Context: an optimization exercise on an open-source flow, tuned for small area, a short achievable clock period and few clock cycles per item. The choices shown serve that exercise and are no tape-out recipe.
No functional check of the RTL was part of this run.
Power is estimated from default activity; no workload was simulated.

`flow/design.v`:
```
module fm_3d_norm (
  i_s,
  i_e,
  i_f,
  o_b
);
    input         i_s;           
    input  [4:0]  i_e;           
    input  [16:0] i_f;           
    output [21:0] o_b;           
    wire        w_carry;        
    wire [3:0]  w_penc;         
    wire        w_c_zero;       
    wire        w_ce_zero;      
    wire [15:0] w_lshifted;     
    wire [4:0]  w_lshift_val;   
    wire [15:0] w_c_fraction;
    wire [15:0] w_c_frac;
    wire [4:0]  w_c_exp;        
    wire        w_c_sign;       
    wire [5:0]  w_incdec_out;   
    assign w_carry  = i_f[16];
    assign w_c_zero = (i_f == 17'h0);
    assign w_penc = f_prenc(i_f[15:0]);
    assign w_incdec_out = f_incdec(i_e, w_penc, w_carry);
    assign  w_lshift_val = w_penc;
    assign w_lshifted = i_f[15:0] << w_lshift_val;
    assign w_c_frac = (w_carry) ? i_f[16:1] : w_lshifted;
    assign w_c_exp = (w_c_zero|w_incdec_out[5]) ? 5'h0 : w_incdec_out[4:0];
    assign w_ce_zero = (w_c_exp == 5'h0);
    assign w_c_sign = i_s & !w_ce_zero;
    assign w_c_fraction = (w_ce_zero) ? 16'h0 : w_c_frac;
    assign o_b = {w_c_sign, w_c_exp, w_c_fraction};
function [3:0] f_prenc;
  input [15:0] mat;
  begin
    if (mat[15] == 1'b1) begin
      f_prenc = 4'h0;
    end else if (mat[14] == 1'b1) begin
      f_prenc = 4'h1;
    end else if (mat[13] == 1'b1) begin
      f_prenc = 4'h2;
    end else if (mat[12] == 1'b1) begin
      f_prenc = 4'h3;
    end else if (mat[11] == 1'b1) begin
      f_prenc = 4'h4;
    end else if (mat[10] == 1'b1) begin
      f_prenc = 4'h5;
    end else if (mat[9] == 1'b1) begin
      f_prenc = 4'h6;
    end else if (mat[8] == 1'b1) begin
      f_prenc = 4'h7;
    end else if (mat[7] == 1'b1) begin
      f_prenc = 4'h8;
    end else if (mat[6] == 1'b1) begin
      f_prenc = 4'h9;
    end else if (mat[5] == 1'b1) begin
      f_prenc = 4'ha;
    end else if (mat[4] == 1'b1) begin
      f_prenc = 4'hb;
    end else if (mat[3] == 1'b1) begin
      f_prenc = 4'hc;
    end else if (mat[2] == 1'b1) begin
      f_prenc = 4'hd;
    end else if (mat[1] == 1'b1) begin
      f_prenc = 4'he;
    end else begin
      f_prenc = 4'hf;
    end
  end
endfunction
function [5:0] f_incdec;
  input [4:0] a;
  input [3:0] b;
  input       inc;
  reg   [5:0] r_inc;
  reg   [5:0] r_dec;
  reg         r_1f_flag;
  begin
    r_1f_flag = (a == 5'h1f);
    r_inc = a + !r_1f_flag;
    r_dec = a - b;
    f_incdec = (inc) ? r_inc : r_dec;
  end
endfunction
endmodule
module fm_3d_fadd_c (
  i_a,
  i_b,
  i_adsb,
  o_c
);
    input  [21:0] i_a;
    input  [21:0] i_b;
    input         i_adsb;    
    output [21:0] o_c;
    wire         w_a_sign = i_a[21];
    wire [4:0]   w_a_exp  = i_a[20:16];
    wire [15:0]  w_a_fraction = i_a[15:0];
    wire         w_b_sign = i_b[21];
    wire [4:0]   w_b_exp  = i_b[20:16];
    wire [15:0]  w_b_fraction = i_b[15:0];
    wire        w_mag_frac = (w_a_fraction <= w_b_fraction);
    wire        w_mag_exp = (w_a_exp <= w_b_exp);
    wire [4:0]  w_exp_l = (w_mag_exp) ? w_b_exp : w_a_exp;
    wire [4:0]  w_amb = w_a_exp - w_b_exp;
    wire [4:0]  w_bma = w_b_exp - w_a_exp;
    wire [4:0]  w_ex0 = (w_mag_exp) ? w_bma : w_amb;
    wire        w_mag = (w_ex0 == 5'b0) ? w_mag_frac : w_mag_exp;
    wire [15:0] w_f0 = (!w_mag) ? w_a_fraction : w_b_fraction;
    wire        w_sign = (w_mag == 1'b0) ? w_a_sign : (i_adsb ^ w_b_sign);
    wire        w_sub = ((w_a_sign ^ w_b_sign) & !i_adsb) |
                        (!(w_a_sign ^ w_b_sign) & i_adsb);
    wire [15:0] w_f1_sa = w_a_fraction >> w_ex0;
    wire [15:0] w_f1_sb = w_b_fraction >> w_ex0;
    wire [15:0] w_f1t = (w_mag) ? w_f1_sa : w_f1_sb;
    wire [16:0] w_mats = (!w_sub) ? (w_f0 + w_f1t) : (w_f0 - w_f1t);
    fm_3d_norm norm (
        .i_s(w_sign),
        .i_e(w_exp_l),
        .i_f(w_mats),
        .o_b(o_c)
    );
endmodule
module fm_3d_fsub2 (
  clk_core,
  i_en,
  i_a,
  i_b,
  o_c
);
    input         clk_core;
    input         i_en;
    input  [20:0] i_a;       
    input  [20:0] i_b;       
    output [21:0] o_c;       
    wire [4:0]   w_a_exp  = i_a[20:16];
    wire [15:0]  w_a_fraction = i_a[15:0];
    wire [4:0]   w_b_exp  = i_b[20:16];
    wire [15:0]  w_b_fraction = i_b[15:0];
    wire        w_mag_frac = (w_a_fraction <= w_b_fraction);
    wire        w_mag_exp = (w_a_exp <= w_b_exp);
    wire [4:0]  w_exp_l = (w_mag_exp) ? w_b_exp : w_a_exp;
    wire [4:0]  w_amb = w_a_exp - w_b_exp;
    wire [4:0]  w_bma = w_b_exp - w_a_exp;
    wire [4:0]  w_ex0 = (w_mag_exp) ? w_bma : w_amb;
    wire        w_mag = (w_ex0 == 5'b0) ? w_mag_frac : w_mag_exp;
    wire [15:0] w_f0 = (!w_mag) ? w_a_fraction : w_b_fraction;
    wire [15:0] w_f1_sa = w_a_fraction >> w_ex0;
    wire [15:0] w_f1_sb = w_b_fraction >> w_ex0;
    wire [15:0] w_f1t = (w_mag) ? w_f1_sa : w_f1_sb;
    reg         r_sign;
    reg  [4:0]  r_exp;
    reg  [15:0] r_f0;
    reg  [15:0] r_f1t;
    reg  [21:0] r_c;
    always @(posedge clk_core) begin
        if (i_en) begin
            r_sign <= w_mag;
            r_exp <= w_exp_l;
            r_f0 <= w_f0;
            r_f1t <= w_f1t;
        end
    end
    wire [16:0] w_mats = {1'b0, r_f0} - {1'b0, r_f1t};
    wire [21:0] w_c;
    fm_3d_norm norm (
        .i_s(r_sign),
        .i_e(r_exp),
        .i_f(w_mats),
        .o_b(w_c)
    );
    always @(posedge clk_core) begin
        if (i_en) r_c <= w_c;
    end
    assign o_c = r_c;
endmodule
module fm_3d_fsub1_c (
  i_a,
  o_c
);
    input  [20:0] i_a;
    output [20:0] o_c;
    wire [4:0]  w_e = i_a[20:16];
    wire [15:0] w_f = i_a[15:0];
    wire [15:0] w_d15 = {1'b0, w_f[14:0]};
    wire [3:0]  w_pe = f_prenc(w_d15);
    wire [4:0]  w_e15 = 5'd15 - {1'b0, w_pe};
    wire [15:0] w_f15 = w_d15 << w_pe;
    wire        w_z15 = (w_d15 == 16'h0) | (w_e15 == 5'd0);
    wire [4:0]  w_k = w_e - 5'd15;
    wire [15:0] w_sh = 16'h8000 >> w_k;
    wire [15:0] w_dh = w_f - w_sh;
    wire [20:0] w_rh = w_dh[15] ? {w_e, w_dh} : {w_e - 5'd1, w_dh[14:0], 1'b0};
    assign o_c = (w_e < 5'd15) ? 21'h0 :
                 (w_e == 5'd15) ? (w_z15 ? 21'h0 : {w_e15, w_f15}) :
                                  w_rh;
function [3:0] f_prenc;
  input [15:0] mat;
  integer i;
  begin
    f_prenc = 4'hf;
    for (i = 1; i < 16; i = i + 1)
      if (mat[i]) f_prenc = 4'd15 - i[3:0];
  end
endfunction
endmodule
module fm_3d_fadd05_c (
  i_a,
  o_c
);
    input  [20:0] i_a;
    output [20:0] o_c;
    wire [4:0]  w_e = i_a[20:16];
    wire [15:0] w_f = i_a[15:0];
    wire [4:0]  w_s = 5'd14 - w_e;
    wire [15:0] w_fl = 16'h8000 | (w_f >> w_s);
    wire [4:0]  w_k = w_e - 5'd14;
    wire [16:0] w_sum = {1'b0, w_f} + {1'b0, 16'h8000 >> w_k};
    wire [4:0]  w_ei = w_e + {4'd0, (w_e != 5'h1f)};
    wire [20:0] w_rh = w_sum[16] ? {w_ei, w_sum[16:1]} : {w_e, w_sum[15:0]};
    assign o_c = (w_e == 5'd0) ? {5'd14, 16'h8000} :
                 (w_e < 5'd14) ? {5'd14, w_fl} : w_rh;
endmodule
module fm_3d_fmul (
  clk_core,
  i_en,
  i_a,
  i_b,
  o_c
);
    input         clk_core;
    input         i_en;
    input  [21:0] i_a;
    input  [21:0] i_b;
    output [21:0] o_c;
    reg           r_sign_1z;
    reg    [17:0] r_cf_tmp;
    reg    [4:0]  r_ce_tmp_1z;
    wire [4:0]  w_a_exp = i_a[20:16];
    wire [15:0] w_a_fraction = i_a[15:0];
    wire [4:0]  w_b_exp = i_b[20:16];
    wire [15:0] w_b_fraction = i_b[15:0];
    wire [5:0]  w_exp_add = w_a_exp + w_b_exp;
    wire [5:0]  w_adder_out = w_exp_add - 4'hf;
    wire [4:0]  w_ce_tmp = (w_exp_add < 5'hf) ? 5'h00 :
                           (w_adder_out[5])   ? 5'h1f :
                                                w_adder_out[4:0];
    wire [31:0] w_cf_tmp = w_a_fraction * w_b_fraction;
    always @(posedge clk_core) begin
        if (i_en) begin
            r_sign_1z <= i_a[21] ^ i_b[21];
            r_cf_tmp <= w_cf_tmp[31:14];
            r_ce_tmp_1z <= w_ce_tmp;
        end
    end
    wire [16:0] w_rounded = r_cf_tmp[17:1] + 1'b1;
    wire [16:0] w_cf_tmp2 = r_cf_tmp[0] ? w_rounded : r_cf_tmp[17:1];
    wire        w_carry = w_cf_tmp2[16];
    wire [4:0]  w_ce = (w_cf_tmp2 == 17'h0) ? 5'h0 :
                       (w_carry & (r_ce_tmp_1z != 5'h1f)) ? r_ce_tmp_1z + 5'h1 :
                                                           r_ce_tmp_1z;
    wire [15:0] w_cf = w_carry ? w_cf_tmp2[16:1] : w_cf_tmp2[15:0];
    assign o_c = (w_ce == 5'h0) ? 22'h0 : {r_sign_1z, w_ce, w_cf};
endmodule
module fm_3d_frcp_rom (
  clk_core,
  i_a,
  o_c
);
    input         clk_core;
    input  [6:0]  i_a;
    output [31:0] o_c;
    reg    [31:0] r_c;
    assign o_c = r_c;
    always @(*) begin
        case (i_a)
            7'd0:   r_c = 32'h800001fc;
            7'd1:   r_c = 32'h7f0101f4;
            7'd2:   r_c = 32'h7e0701ec;
            7'd3:   r_c = 32'h7d1101e5;
            7'd4:   r_c = 32'h7c1f01dd;
            7'd5:   r_c = 32'h7b3001d6;
            7'd6:   r_c = 32'h7a4401cf;
            7'd7:   r_c = 32'h795c01c8;
            7'd8:   r_c = 32'h787801c2;
            7'd9:   r_c = 32'h779701bb;
            7'd10:  r_c = 32'h76b901b5;
            7'd11:  r_c = 32'h75de01af;
            7'd12:  r_c = 32'h750701a8;
            7'd13:  r_c = 32'h743201a2;
            7'd14:  r_c = 32'h7361019d;
            7'd15:  r_c = 32'h72920197;
            7'd16:  r_c = 32'h71c70191;
            7'd17:  r_c = 32'h70fe018c;
            7'd18:  r_c = 32'h70380186;
            7'd19:  r_c = 32'h6f740181;
            7'd20:  r_c = 32'h6eb3017c;
            7'd21:  r_c = 32'h6df50177;
            7'd22:  r_c = 32'h6d3a0172;
            7'd23:  r_c = 32'h6c80016d;
            7'd24:  r_c = 32'h6bca0168;
            7'd25:  r_c = 32'h6b150164;
            7'd26:  r_c = 32'h6a63015f;
            7'd27:  r_c = 32'h69b4015a;
            7'd28:  r_c = 32'h69060156;
            7'd29:  r_c = 32'h685b0152;
            7'd30:  r_c = 32'h67b2014d;
            7'd31:  r_c = 32'h670b0149;
            7'd32:  r_c = 32'h66660145;
            7'd33:  r_c = 32'h65c30141;
            7'd34:  r_c = 32'h6522013d;
            7'd35:  r_c = 32'h64830139;
            7'd36:  r_c = 32'h63e70136;
            7'd37:  r_c = 32'h634c0132;
            7'd38:  r_c = 32'h62b2012e;
            7'd39:  r_c = 32'h621b012a;
            7'd40:  r_c = 32'h61860127;
            7'd41:  r_c = 32'h60f20123;
            7'd42:  r_c = 32'h60600120;
            7'd43:  r_c = 32'h5fd0011d;
            7'd44:  r_c = 32'h5f410119;
            7'd45:  r_c = 32'h5eb40116;
            7'd46:  r_c = 32'h5e290113;
            7'd47:  r_c = 32'h5d9f0110;
            7'd48:  r_c = 32'h5d17010d;
            7'd49:  r_c = 32'h5c90010a;
            7'd50:  r_c = 32'h5c0b0107;
            7'd51:  r_c = 32'h5b870104;
            7'd52:  r_c = 32'h5b050101;
            7'd53:  r_c = 32'h5a8400fe;
            7'd54:  r_c = 32'h5a0500fb;
            7'd55:  r_c = 32'h598700f9;
            7'd56:  r_c = 32'h590b00f6;
            7'd57:  r_c = 32'h588f00f3;
            7'd58:  r_c = 32'h581600f1;
            7'd59:  r_c = 32'h579d00ee;
            7'd60:  r_c = 32'h572600ec;
            7'd61:  r_c = 32'h56b000e9;
            7'd62:  r_c = 32'h563b00e7;
            7'd63:  r_c = 32'h55c700e4;
            7'd64:  r_c = 32'h555500e2;
            7'd65:  r_c = 32'h54e400e0;
            7'd66:  r_c = 32'h547400dd;
            7'd67:  r_c = 32'h540500db;
            7'd68:  r_c = 32'h539700d9;
            7'd69:  r_c = 32'h532a00d7;
            7'd70:  r_c = 32'h52bf00d4;
            7'd71:  r_c = 32'h525400d2;
            7'd72:  r_c = 32'h51eb00d0;
            7'd73:  r_c = 32'h518300ce;
            7'd74:  r_c = 32'h511b00cc;
            7'd75:  r_c = 32'h50b500ca;
            7'd76:  r_c = 32'h505000c8;
            7'd77:  r_c = 32'h4fec00c6;
            7'd78:  r_c = 32'h4f8800c4;
            7'd79:  r_c = 32'h4f2600c2;
            7'd80:  r_c = 32'h4ec400c0;
            7'd81:  r_c = 32'h4e6400bf;
            7'd82:  r_c = 32'h4e0400bd;
            7'd83:  r_c = 32'h4da600bb;
            7'd84:  r_c = 32'h4d4800b9;
            7'd85:  r_c = 32'h4ceb00b8;
            7'd86:  r_c = 32'h4c8f00b6;
            7'd87:  r_c = 32'h4c3400b4;
            7'd88:  r_c = 32'h4bda00b2;
            7'd89:  r_c = 32'h4b8000b1;
            7'd90:  r_c = 32'h4b2700af;
            7'd91:  r_c = 32'h4ad000ae;
            7'd92:  r_c = 32'h4a7900ac;
            7'd93:  r_c = 32'h4a2200aa;
            7'd94:  r_c = 32'h49cd00a9;
            7'd95:  r_c = 32'h497800a7;
            7'd96:  r_c = 32'h492400a6;
            7'd97:  r_c = 32'h48d100a4;
            7'd98:  r_c = 32'h487e00a3;
            7'd99:  r_c = 32'h482d00a2;
            7'd100: r_c = 32'h47dc00a0;
            7'd101: r_c = 32'h478b009f;
            7'd102: r_c = 32'h473c009d;
            7'd103: r_c = 32'h46ed009c;
            7'd104: r_c = 32'h469e009b;
            7'd105: r_c = 32'h46510099;
            7'd106: r_c = 32'h46040098;
            7'd107: r_c = 32'h45b80097;
            7'd108: r_c = 32'h456c0095;
            7'd109: r_c = 32'h45210094;
            7'd110: r_c = 32'h44d70093;
            7'd111: r_c = 32'h448d0092;
            7'd112: r_c = 32'h44440091;
            7'd113: r_c = 32'h43fb008f;
            7'd114: r_c = 32'h43b3008e;
            7'd115: r_c = 32'h436c008d;
            7'd116: r_c = 32'h4325008c;
            7'd117: r_c = 32'h42df008b;
            7'd118: r_c = 32'h429a008a;
            7'd119: r_c = 32'h42540088;
            7'd120: r_c = 32'h42100087;
            7'd121: r_c = 32'h41cc0086;
            7'd122: r_c = 32'h41890085;
            7'd123: r_c = 32'h41460084;
            7'd124: r_c = 32'h41040083;
            7'd125: r_c = 32'h40c20082;
            7'd126: r_c = 32'h40810081;
            7'd127: r_c = 32'h40400080;
            default: r_c = 32'h0;
        endcase
    end
endmodule
module fm_3d_frcp (
  clk_core,
  i_en,
  i_a,
  o_c,
  o_zero
);
    input         clk_core;
    input         i_en;
    input  [21:0] i_a;
    output [21:0] o_c;
    output        o_zero;
    reg    [21:0] r_c;
    reg           r_zo;
    reg           r_a_sign;
    reg    [4:0]  r_ce_tmp;
    reg           r_zero_flag;
    reg    [15:0] r_base;
    reg    [7:0]  r_corr;
    wire   [4:0]  w_a_exp = i_a[20:16];
    wire   [15:0] w_a_fraction = i_a[15:0];
    wire   [31:0] w_rom_out;
    wire   [15:0] w_rom_base = w_rom_out[31:16];    
    wire   [8:0]  w_rom_diff = w_rom_out[8:0];      
    wire   [16:0] w_rom_correct = w_rom_diff * w_a_fraction[7:0];
    always @(posedge clk_core) begin
        if (i_en) begin
            r_a_sign <= i_a[21];
            r_ce_tmp <= 5'h1e - w_a_exp;
            r_zero_flag <= (w_a_exp == 5'h0);
            r_base <= w_rom_base;
            r_corr <= w_rom_correct[16:9];
        end
    end
    wire   [15:0] w_cf_tmp = r_base - {8'h0, r_corr};
    wire          w_sh = !w_cf_tmp[15];
    wire   [5:0]  w_ce = {1'b0, r_ce_tmp} - {5'h0, w_sh};
    wire          w_cz = w_ce[5] | (w_ce[4:0] == 5'h0);
    wire   [15:0] w_cf = w_sh ? {w_cf_tmp[14:0], 1'b0} : w_cf_tmp;
    wire   [21:0] w_c = w_cz ? 22'h0 : {r_a_sign, w_ce[4:0], w_cf};
    always @(posedge clk_core) begin
        if (i_en) begin
            r_c <= (r_zero_flag) ? 22'h0 : w_c;
            r_zo <= r_zero_flag;
        end
    end
    fm_3d_frcp_rom frcp_rom (
        .clk_core(clk_core),
        .i_a(w_a_fraction[14:8]),
        .o_c(w_rom_out)
    );
    assign o_c = r_c;
    assign o_zero = r_zo;
endmodule
module fm_3d_ru_outline_setup (
    clk_core,
    rst_x,
    i_aa_en,
    i_valid,
    o_ack,
    i_vtx0_x,
    i_vtx0_y,
    i_vtx1_x,
    i_vtx1_y,
    i_vtx2_x,
    i_vtx2_y,
    o_valid,
    o_is_first,
    o_is_second,
    o_aa_mode,
    o_idle,
    o_start_x_e0,
    o_start_x_05_e0,
    o_start_y_e0,
    o_end_y_e0,
    o_delta_e0,
    o_delta_t_e0,
    o_delta_a_e0,
    o_start_x_e1,
    o_start_x_05_e1,
    o_start_y_e1,
    o_end_y_e1,
    o_delta_e1,
    o_delta_t_e1,
    o_delta_a_e1,
    o_start_x_e2,
    o_start_x_05_e2,
    o_start_y_e2,
    o_end_y_e2,
    o_delta_e2,
    o_delta_t_e2,
    o_delta_a_e2,
    i_ack
);
    input         clk_core;
    input         rst_x;
    input         i_aa_en;
    input         i_valid;
    output        o_ack;
    input  [20:0] i_vtx0_x;
    input  [20:0] i_vtx0_y;
    input  [20:0] i_vtx1_x;
    input  [20:0] i_vtx1_y;
    input  [20:0] i_vtx2_x;
    input  [20:0] i_vtx2_y;
    output        o_is_first;
    output        o_is_second;
    output        o_valid;
    output        o_aa_mode;
    output        o_idle;
    output [20:0] o_start_x_e0;
    output [20:0] o_start_x_05_e0;
    output [20:0] o_start_y_e0;
    output [20:0] o_end_y_e0;
    output [21:0] o_delta_e0;
    output [21:0] o_delta_t_e0;
    output [21:0] o_delta_a_e0;
    output [20:0] o_start_x_e1;
    output [20:0] o_start_x_05_e1;
    output [20:0] o_start_y_e1;
    output [20:0] o_end_y_e1;
    output [21:0] o_delta_e1;
    output [21:0] o_delta_t_e1;
    output [21:0] o_delta_a_e1;
    output [20:0] o_start_x_e2;
    output [20:0] o_start_x_05_e2;
    output [20:0] o_start_y_e2;
    output [20:0] o_end_y_e2;
    output [21:0] o_delta_e2;
    output [21:0] o_delta_t_e2;
    output [21:0] o_delta_a_e2;
    input         i_ack;
    localparam [21:0] W_10 = 22'h0f8000;
    localparam [21:0] W_05 = 22'h0e8000;
    reg    [2:0]  r_ph;         
    reg           r_stall;
    reg           r_fv;         
    reg           r_v1, r_rec1, r_aa1, r_oaa1;
    reg           r_rec2, r_aa2, r_oaa2;
    reg    [1:0]  r_pend;       
    reg           r_aa_mode;
    reg    [2:0]  r_cnt;        
    reg           r_idle;
    wire          w_adv = !r_stall;
    wire          w_ph0 = r_ph[0];
    wire          w_ph1 = r_ph[1];
    wire          w_ph2 = r_ph[2];
    reg    [20:0] r1_v0x, r1_v1x, r1_v2x, r1_v0y, r1_v1y, r1_v2y;
    reg           r1_isf, r1_iss;
    reg    [20:0] r2_v1x, r2_v2x, r2_v0y, r2_v1y, r2_v2y;
    reg           r2_isf, r2_iss;
    reg    [21:0] r_rca, r_rcb, r_rcc, r_rcd;
    reg           r_za, r_zb, r_zc, r_zd;
    reg    [21:0] r_dla, r_dlb;
    reg    [20:0] o_sx2, o_sy2, o_sx1, o_sy1;
    reg    [20:0] o_ey0, o_ey1, o_x052, o_x051;
    reg    [21:0] o_dl0, o_dl1, o_dl2;
    reg    [21:0] o_rc0, o_rc1, o_rc2;
    reg           o_z0, o_z1, o_z2;
    reg           o_isf, o_iss;
    wire   [20:0] w_dy_a = w_ph1 ? i_vtx1_y : i_vtx0_y;
    wire   [20:0] w_dy_b = w_ph2 ? i_vtx1_y : i_vtx2_y;
    wire   [21:0] w_dy;
    fm_3d_fsub2 u_dy (
        .clk_core(clk_core),
        .i_en(w_adv),
        .i_a(w_dy_a),
        .i_b(w_dy_b),
        .o_c(w_dy)
    );
    wire          w_isf = (i_vtx2_y != i_vtx1_y);
    wire          w_iss = (i_vtx1_y != i_vtx0_y);
    wire          w_one_line = (w_dy[20:0] == 21'h0);
    wire          w_two_line = (w_dy[20:0] == W_10[20:0]);
    wire          w_cancel = w_one_line | (w_two_line & w_isf & !i_aa_en);
    wire          w_only_aa = w_two_line & w_isf & i_aa_en;
    assign o_ack = w_ph2 & r_fv & w_adv;
    wire          w_accept = o_ack & i_valid;
    wire   [21:0] w_rc;
    wire          w_rz;
    fm_3d_frcp u_rcp (
        .clk_core(clk_core),
        .i_en(w_adv),
        .i_a(w_dy),
        .o_c(w_rc),
        .o_zero(w_rz)
    );
    wire   [20:0] w_dx_a = w_ph1 ? r1_v1x : r1_v0x;
    wire   [20:0] w_dx_b = w_ph2 ? r1_v1x : r1_v2x;
    wire   [21:0] w_dx;
    fm_3d_fsub2 u_dx (
        .clk_core(clk_core),
        .i_en(w_adv),
        .i_a(w_dx_a),
        .i_b(w_dx_b),
        .o_c(w_dx)
    );
    wire   [21:0] w_dl;
    fm_3d_fmul u_mul (
        .clk_core(clk_core),
        .i_en(w_adv),
        .i_a(w_dx),
        .i_b(r_rca),
        .o_c(w_dl)
    );
    wire   [20:0] w_ey0, w_ey1, w_x052, w_x051;
    fm_3d_fsub1_c  u_ey0 (.i_a(r2_v0y), .o_c(w_ey0));
    fm_3d_fsub1_c  u_ey1 (.i_a(r2_v1y), .o_c(w_ey1));
    fm_3d_fadd05_c u_x2  (.i_a(r2_v2x), .o_c(w_x052));
    fm_3d_fadd05_c u_x1  (.i_a(r2_v1x), .o_c(w_x051));
    wire          w_f1 = w_adv & w_ph2;     
    wire          w_wr = w_f1 & r_rec2;     
    always @(posedge clk_core) begin
        if (w_f1) begin
            r1_v0x <= i_vtx0_x;
            r1_v1x <= i_vtx1_x;
            r1_v2x <= i_vtx2_x;
            r1_v0y <= i_vtx0_y;
            r1_v1y <= i_vtx1_y;
            r1_v2y <= i_vtx2_y;
            r1_isf <= w_isf;
            r1_iss <= w_iss;
            r2_v1x <= r1_v1x;
            r2_v2x <= r1_v2x;
            r2_v0y <= r1_v0y;
            r2_v1y <= r1_v1y;
            r2_v2y <= r1_v2y;
            r2_isf <= r1_isf;
            r2_iss <= r1_iss;
        end
        if (w_adv) begin
            r_rca <= w_rc;
            r_rcb <= r_rca;
            r_rcc <= r_rcb;
            r_rcd <= r_rcc;
            r_za <= w_rz;
            r_zb <= r_za;
            r_zc <= r_zb;
            r_zd <= r_zc;
            r_dla <= w_dl;
            r_dlb <= r_dla;
        end
        if (w_wr) begin
            o_sx2 <= r2_v2x;
            o_sy2 <= r2_v2y;
            o_sx1 <= r2_v1x;
            o_sy1 <= r2_v1y;
            o_ey0 <= w_ey0;
            o_ey1 <= w_ey1;
            o_x052 <= w_x052;
            o_x051 <= w_x051;
            o_dl0 <= r_dlb;
            o_dl1 <= r_dla;
            o_dl2 <= w_dl;
            o_rc0 <= r_rcd;
            o_rc1 <= r_rcc;
            o_rc2 <= r_rcb;
            o_z0 <= r_zd;
            o_z1 <= r_zc;
            o_z2 <= r_zb;
            o_isf <= r2_isf;
            o_iss <= r2_iss;
        end
    end
    wire   [2:0]  w_ph_n = w_adv ? {r_ph[1:0], r_ph[2]} : r_ph;
    wire          w_rec2_n = w_f1 ? r_rec1 : r_rec2;
    wire          w_take = o_valid & i_ack;
    wire   [1:0]  w_pend_n = w_wr ? (r_oaa2 ? 2'd1 : r_aa2 ? 2'd2 : 2'd1) :
                             w_take ? r_pend - 2'd1 : r_pend;
    wire          w_stall_n = w_ph_n[2] & w_rec2_n & (w_pend_n != 2'd0);
    wire          w_last = w_take & (r_pend == 2'd1);
    wire   [2:0]  w_cnt_n = r_cnt + {2'b0, (w_accept & !w_cancel)} - {2'b0, w_last};
    always @(posedge clk_core or negedge rst_x) begin
        if (~rst_x) begin
            r_ph <= 3'b001;
            r_stall <= 1'b0;
            r_fv <= 1'b0;
            r_v1 <= 1'b0;
            r_rec1 <= 1'b0;
            r_aa1 <= 1'b0;
            r_oaa1 <= 1'b0;
            r_rec2 <= 1'b0;
            r_aa2 <= 1'b0;
            r_oaa2 <= 1'b0;
            r_pend <= 2'd0;
            r_aa_mode <= 1'b0;
            r_cnt <= 3'd0;
            r_idle <= 1'b1;
        end else begin
            r_ph <= w_ph_n;
            r_stall <= w_stall_n;
            if (w_adv & w_ph0) r_fv <= i_valid;
            if (w_f1) begin
                r_v1 <= r_fv;
                r_rec1 <= r_fv & !w_cancel;
                r_aa1 <= i_aa_en;
                r_oaa1 <= w_only_aa;
                r_rec2 <= r_rec1;
                r_aa2 <= r_aa1;
                r_oaa2 <= r_oaa1;
            end
            r_pend <= w_pend_n;
            if (w_wr) r_aa_mode <= r_oaa2;
            else if (w_take) r_aa_mode <= 1'b1;
            r_cnt <= w_cnt_n;
            r_idle <= !((i_valid & !w_accept) | (w_cnt_n != 3'd0));
        end
    end
    assign o_valid = (r_pend != 2'd0);
    assign o_aa_mode = r_aa_mode;
    assign o_idle = r_idle;
    assign o_is_first = o_isf;
    assign o_is_second = o_iss;
    assign o_start_x_e0 = o_sx2;
    assign o_start_x_05_e0 = o_x052;
    assign o_start_y_e0 = o_sy2;
    assign o_end_y_e0 = o_ey0;
    assign o_delta_e0 = o_dl0;
    assign o_delta_t_e0 = o_rc0;
    assign o_delta_a_e0 = o_z0 ? 22'h0 : W_05;
    assign o_start_x_e1 = o_sx2;
    assign o_start_x_05_e1 = o_x052;
    assign o_start_y_e1 = o_sy2;
    assign o_end_y_e1 = o_ey1;
    assign o_delta_e1 = o_dl1;
    assign o_delta_t_e1 = o_rc1;
    assign o_delta_a_e1 = o_z1 ? 22'h0 : W_05;
    assign o_start_x_e2 = o_sx1;
    assign o_start_x_05_e2 = o_x051;
    assign o_start_y_e2 = o_sy1;
    assign o_end_y_e2 = o_ey0;
    assign o_delta_e2 = o_dl2;
    assign o_delta_t_e2 = o_rc2;
    assign o_delta_a_e2 = o_z2 ? 22'h0 : W_05;
endmodule
```
`flow/run.sh`:
```
#!/bin/bash
# synth_recipe.tcl (not shown) runs the flow's synth.tcl, then flattens the netlist and writes it again
# the make line also repeats each setting of config.mk as NAME=value (left out here)
make -C /OpenROAD-flow-scripts/flow DESIGN_CONFIG=/design/flow/config.mk WORK_HOME=/design/flow/orfs CLKGATE_MAP_FILE= SYNTH_SCRIPT=/design/flow/synth_recipe.tcl finish
```
`flow/config.mk`:
```
export PLATFORM = sky130hd
export DESIGN_NAME = fm_3d_ru_outline_setup
export DESIGN_NICKNAME = fm_3d_ru_outline_setup
export VERILOG_FILES = /design/flow/design.v
export SDC_FILE = /design/flow/constraint.sdc
export NUM_CORES = 4
export LEC_CHECK = 0
export ABC_CLOCK_PERIOD_IN_PS = 5000
export CAP_MARGIN = 20
export CORE_MARGIN = 2
export CORE_UTILIZATION = 40
export PLACE_DENSITY = 0.6
export SETUP_SLACK_MARGIN = 4
export SLEW_MARGIN = 20
```
`flow/constraint.sdc`:
```
create_clock -name core_clock -period 10.0 [get_ports {clk_core}]
set_input_delay 2.0000 -clock core_clock [delete_from_list [all_inputs] [get_ports {clk_core}]]
set_output_delay 2.0000 -clock core_clock [all_outputs]
set_load 0.01 [all_outputs]
```
==> results.ini <==
[worst_hold_path]
holdPathStages = 0
hold_path_end = r2_v1y[20]$_DFFE_PP_
hold_start = r1_v1y[20]$_DFFE_PP_
hp-class = register to register

[detailed_routing]
drcViolationCount = 0
drt-initial-drc-count = 4362
first_pass_iters = 8
vias_per_cell = 5.562
ant_nets = 0
via_count = 47600
drt_wl_total_um = 183700
wl_per_cell_um = 21.46

[place]
place_hpwl_um = 129700
place_inst = 8041
place.gp.congestion = 0.9161
io_buffers = 532
place_area_um2 = 68390

[critical_path]
cp.arrival_ns = 7.25
rrSetupSlack_ns = 3.34
crit_family = compound AO/OA/AOI/OAI gates
crit_fanout = 7
r2r_start = u_dy.r_f1t[0]$_SDFFCE_PP0N_
crit_buf_inv = 8
critPathLaunchType = register
required_ns = 10.60
rr_worst_depth = 34
critPathKind = register to register
slowest_stage = or3b_4
max_stage_delay_ns = 0.43
setup.worst_path.end_class = register
reg2reg_to = u_rcp.w_rom_out[20]$_DFF_P_

[floorplanning]
initial_utilization_pct = 40.13
fp.dieW_um = 396.4
design.die.area_um2 = 157100
die_y_um = 396.4
io_pins = 587
core_area_um2 = 153500
rows = 144

[sta]
final.min_clock_period_ns = 6.659
slew_headroom_pct = 26.53
hold_viol = 0
rsz0062_at_grt = yes
setup_viol_count_final = 0
tightest_slew_ns = 1.102
post-route-period-util_pct = 66.59
finClkSkew_ns = 0.03488
drv_slew = 0
tns_ns = 0
fmax_mhz = 150.2

[synthesis]
syn_area_per_cell_um2 = 10.71
syn_area_um2 = 61600
yosysWarnings = 7
ys.flop_type = edfxtp_1
synth-seq-cells = 917
synth_cells = 5754
yosysSeqAreaShare_pct = 44.16
synth_edf_count = 874
synth-async-reset-ratio_pct = 1.963
ys_types = 111

[clock_network]
cts-root-buf = clkbuf_16
cts.reportedPaths.clkPinSlew_ns = 0.06
cts.sinks = 917
clock_latency_ns = 0.73
cts_buffers = 104
clk_path_buf_depth = 3
htreeDepth = 3
cts_tree = done

[pwr]
switchingPower_mw = 12.45
p_leak_nw = 30.01
clockPowerShare_pct = 14.4
combPwrFrac_pct = 64.8
pwr_density_cell_nw_per_um2 = 362.8
power_frac_seq_pct = 20.8
peakVddDrop_uv = 424.9
intPower_mw = 15.36
swShare_pct = 44.78

[layout]
final_cell_mix = edfxtp_1, clkdlybuf4s50_1, inv_1
fin_cells = 8558
final_layout_size_suffix_gt1_share_pct = 15.43
fin_area_um2 = 76640
fillers = 13800
areaGrowthSynthToFinish_pct = 24.42
fin_nets = 7157
final_common_cell = edfxtp_1

[grt]
antenna_found_initial = 14
grt.total_usage_pct = 22.61
grt_overflow = 0
grt_pass1_wl_um = 277700
grt_pass1_vias = 46030
grt_start_max_net_pins = 180

[outcome]
status = no timing/DRC/antenna violations

[run]
maxCapViolCount = 0

[timing repair]
| action | in CTS | in global routing |
|---|---|---|
| endpoints found under the setup margin | 127 | 152 |
| pin swaps | 128 | 101 |
| hold buffers | 0 | 0 |
| gates resized for setup | 314 | 174 |
| cloned | 6 | 3 |
| endpoints found under the hold margin | 0 | 0 |
| setup buffers | 209 | 97 |
[stage by stage]
stage	power [mW]	setup slack [ns]	util [%]	hold slack, ns
6_report	27.81	3.341	49.93	0.3940
4_1_cts	26.35	3.284	48.94	0.3973
2_1_floorplan	15.80	3.646	-	0.3855
3_5_place_dp	19.26	1.657	44.55	0.3925
3_3_place_gp	19.26	1.716	44.55	0.3893
5_1_grt	29.49	3.098	49.93	0.3996
[kinds of logic after synthesis]
kind of cell / Yosys count / synth area share, %
AND/OR/NAND/NOR: 1612 / 12.49
AO/OA/AOI/OAI: 1211 / 13.28
buffers and inverters: 928 / 6.768
flip-flops: 917 / 44.16
adder cells (fa/ha/maj): 609 / 15.40
multiplexers: 271 / 4.960
XOR/XNOR: 205 / 2.939
other: 1 / 0.006088
[final cells by class]
| type | count | area (um^2) | share of cell area [%] |
|---|---|---|---|
| clock inverters | 70 | 885.9 | 1.156 |
| repair inverters | 1 | 5.005 | 0.006530 |
| clock buffers | 124 | 2719 | 3.548 |
| well taps | 2044 | 2557 | 3.337 |
| diodes | 8 | 20.02 | 0.02612 |
| repair buffers | 914 | 8816 | 11.50 |
| inverters | 517 | 2039 | 2.661 |
| flip-flops and latches | 917 | 27210 | 35.50 |
| multi-input cells | 3963 | 32390 | 42.26 |
[synthesized netlist by cell type (18+ instances only)]
| master | number | area share [%] |
|---|---|---|
| nand2b_1 | 35 | 0.36 |
| a22oi_1 | 28 | 0.34 |
| fa_1 | 249 | 8.1 |
| a311oi_1 | 20 | 0.28 |
| ha_1 | 359 | 7.3 |
| nand2_1 | 505 | 3.1 |
| nor2_1 | 392 | 2.4 |
| a21oi_1 | 293 | 2.4 |
| xnor2_1 | 123 | 1.7 |
| xor2_1 | 80 | 1.1 |
| nand3_1 | 101 | 0.82 |
| nand4_1 | 39 | 0.40 |
| a211o_1 | 23 | 0.33 |
| or2_2 | 18 | 0.18 |
| clkbuf_1 | 185 | 1.1 |
| inv_1 | 507 | 3.1 |
| nor2b_1 | 58 | 0.59 |
| o21ai_0 | 211 | 1.7 |
| o221ai_1 | 30 | 0.43 |
| buf_2 | 47 | 0.38 |
| nor3_1 | 124 | 1.0 |
| a21boi_0 | 27 | 0.33 |
| mux4_2 | 21 | 0.77 |
| edfxtp_1 | 874 | 43 |
| and3_1 | 51 | 0.52 |
| a31oi_1 | 39 | 0.40 |
| o22ai_1 | 42 | 0.43 |
| mux2i_1 | 186 | 3.0 |
| dfxtp_1 | 25 | 0.81 |
| o21a_1 | 45 | 0.55 |
| mux2_2 | 64 | 1.2 |
| and2_1 | 189 | 1.9 |
| a21o_1 | 57 | 0.69 |
| o211ai_1 | 70 | 0.85 |
| buf_4 | 159 | 1.9 |
| a211oi_1 | 76 | 0.93 |
| o31ai_1 | 24 | 0.29 |
| or3_1 | 20 | 0.20 |
| nor4_1 | 25 | 0.25 |
| o21ai_1 | 19 | 0.15 |
| o21bai_1 | 19 | 0.23 |
[per-layer routing]
| layer | up-vias | GRT usage, % | part of all wire, % |
|---|---|---|---|
| li1 | 21850 | - | - |
| met1 | 23400 | 30.80 | 43 |
| met2 | 1958 | 36.80 | 47 |
| met3 | 387 | 3.539 | 6.8 |
| met4 | 4 | 7.414 | 2.9 |
| met5 | - | 0 | 0.015 |
[power by group through the flow]
stage | clock (mW) | combinational, mW | sequential [mW]
4_1_cts | 4.11 | 16.5 | 5.79
3_3_place_gp | 0 | 13.3 | 5.92
6_report | 4.00 | 18.0 | 5.78
3_5_place_dp | 0 | 13.3 | 5.94
2_1_floorplan | 0 | 10.2 | 5.58
5_1_grt | 4.25 | 19.4 | 5.86
[worst reg2reg max path: cells and delay by family (launching register included)]
family	cells	cell delay, ns
adders and majority gates	5	1.31
AOI/OAI and AO/OA	15	2.36
buffers and inverters	8	0.93
DFF	1	0.39
and+or+nand+nor	6	1.54
[worst max-delay path by stage]
stage / startpoint / endpoint / cells after the start
finish: u_dy.r_f1t[0]$_SDFFCE_PP0N_ / u_rcp.w_rom_out[20]$_DFF_P_ / 34
global route: u_dy.r_f1t[0]$_SDFFCE_PP0N_ / u_rcp.w_rom_out[20]$_DFF_P_ / 37
CTS: r_rca[1]$_DFFE_PN_ / u_mul.r_cf_tmp[17]$_DFFE_PN_ / 25
detailed placement: i_vtx1_y[17] / u_dy.r_f1t[0]$_SDFFCE_PP0N_ / 19
global placement: i_vtx1_y[17] / u_dy.r_f1t[5]$_SDFFCE_PP0N_ / 19
floorplan: r_ph[1]$_DFFE_PN0N_ / u_dx.r_f1t[2]$_SDFFCE_PP0N_ / 23

## separate check: timing with driven ports
How much do the figures lean on ideal ports? The routed layout below was timed once more, with nothing changed but the port constraints. Step 1: set_driving_cell puts a clkbuf_16 on clk_core and a buf_2 on each other input, an assumption about the parent block. Step 2 also shifts input and output timing later by t, the mid clock arrival at the registers, as if the neighbouring blocks saw the same clock. Three values: ideal, step 1, step 2; two values: the first two.
t, ns: 0.797
setup WS [ns]: 3.341 / 3.341 / 3.341
hold WS [ns]: 0.394 / 0.394 / 0.394
After both steps setup and hold are still met in this run. For this run, drivers alone change the setup slack by 0.000 ns; drivers and shift together by 0.000 ns.
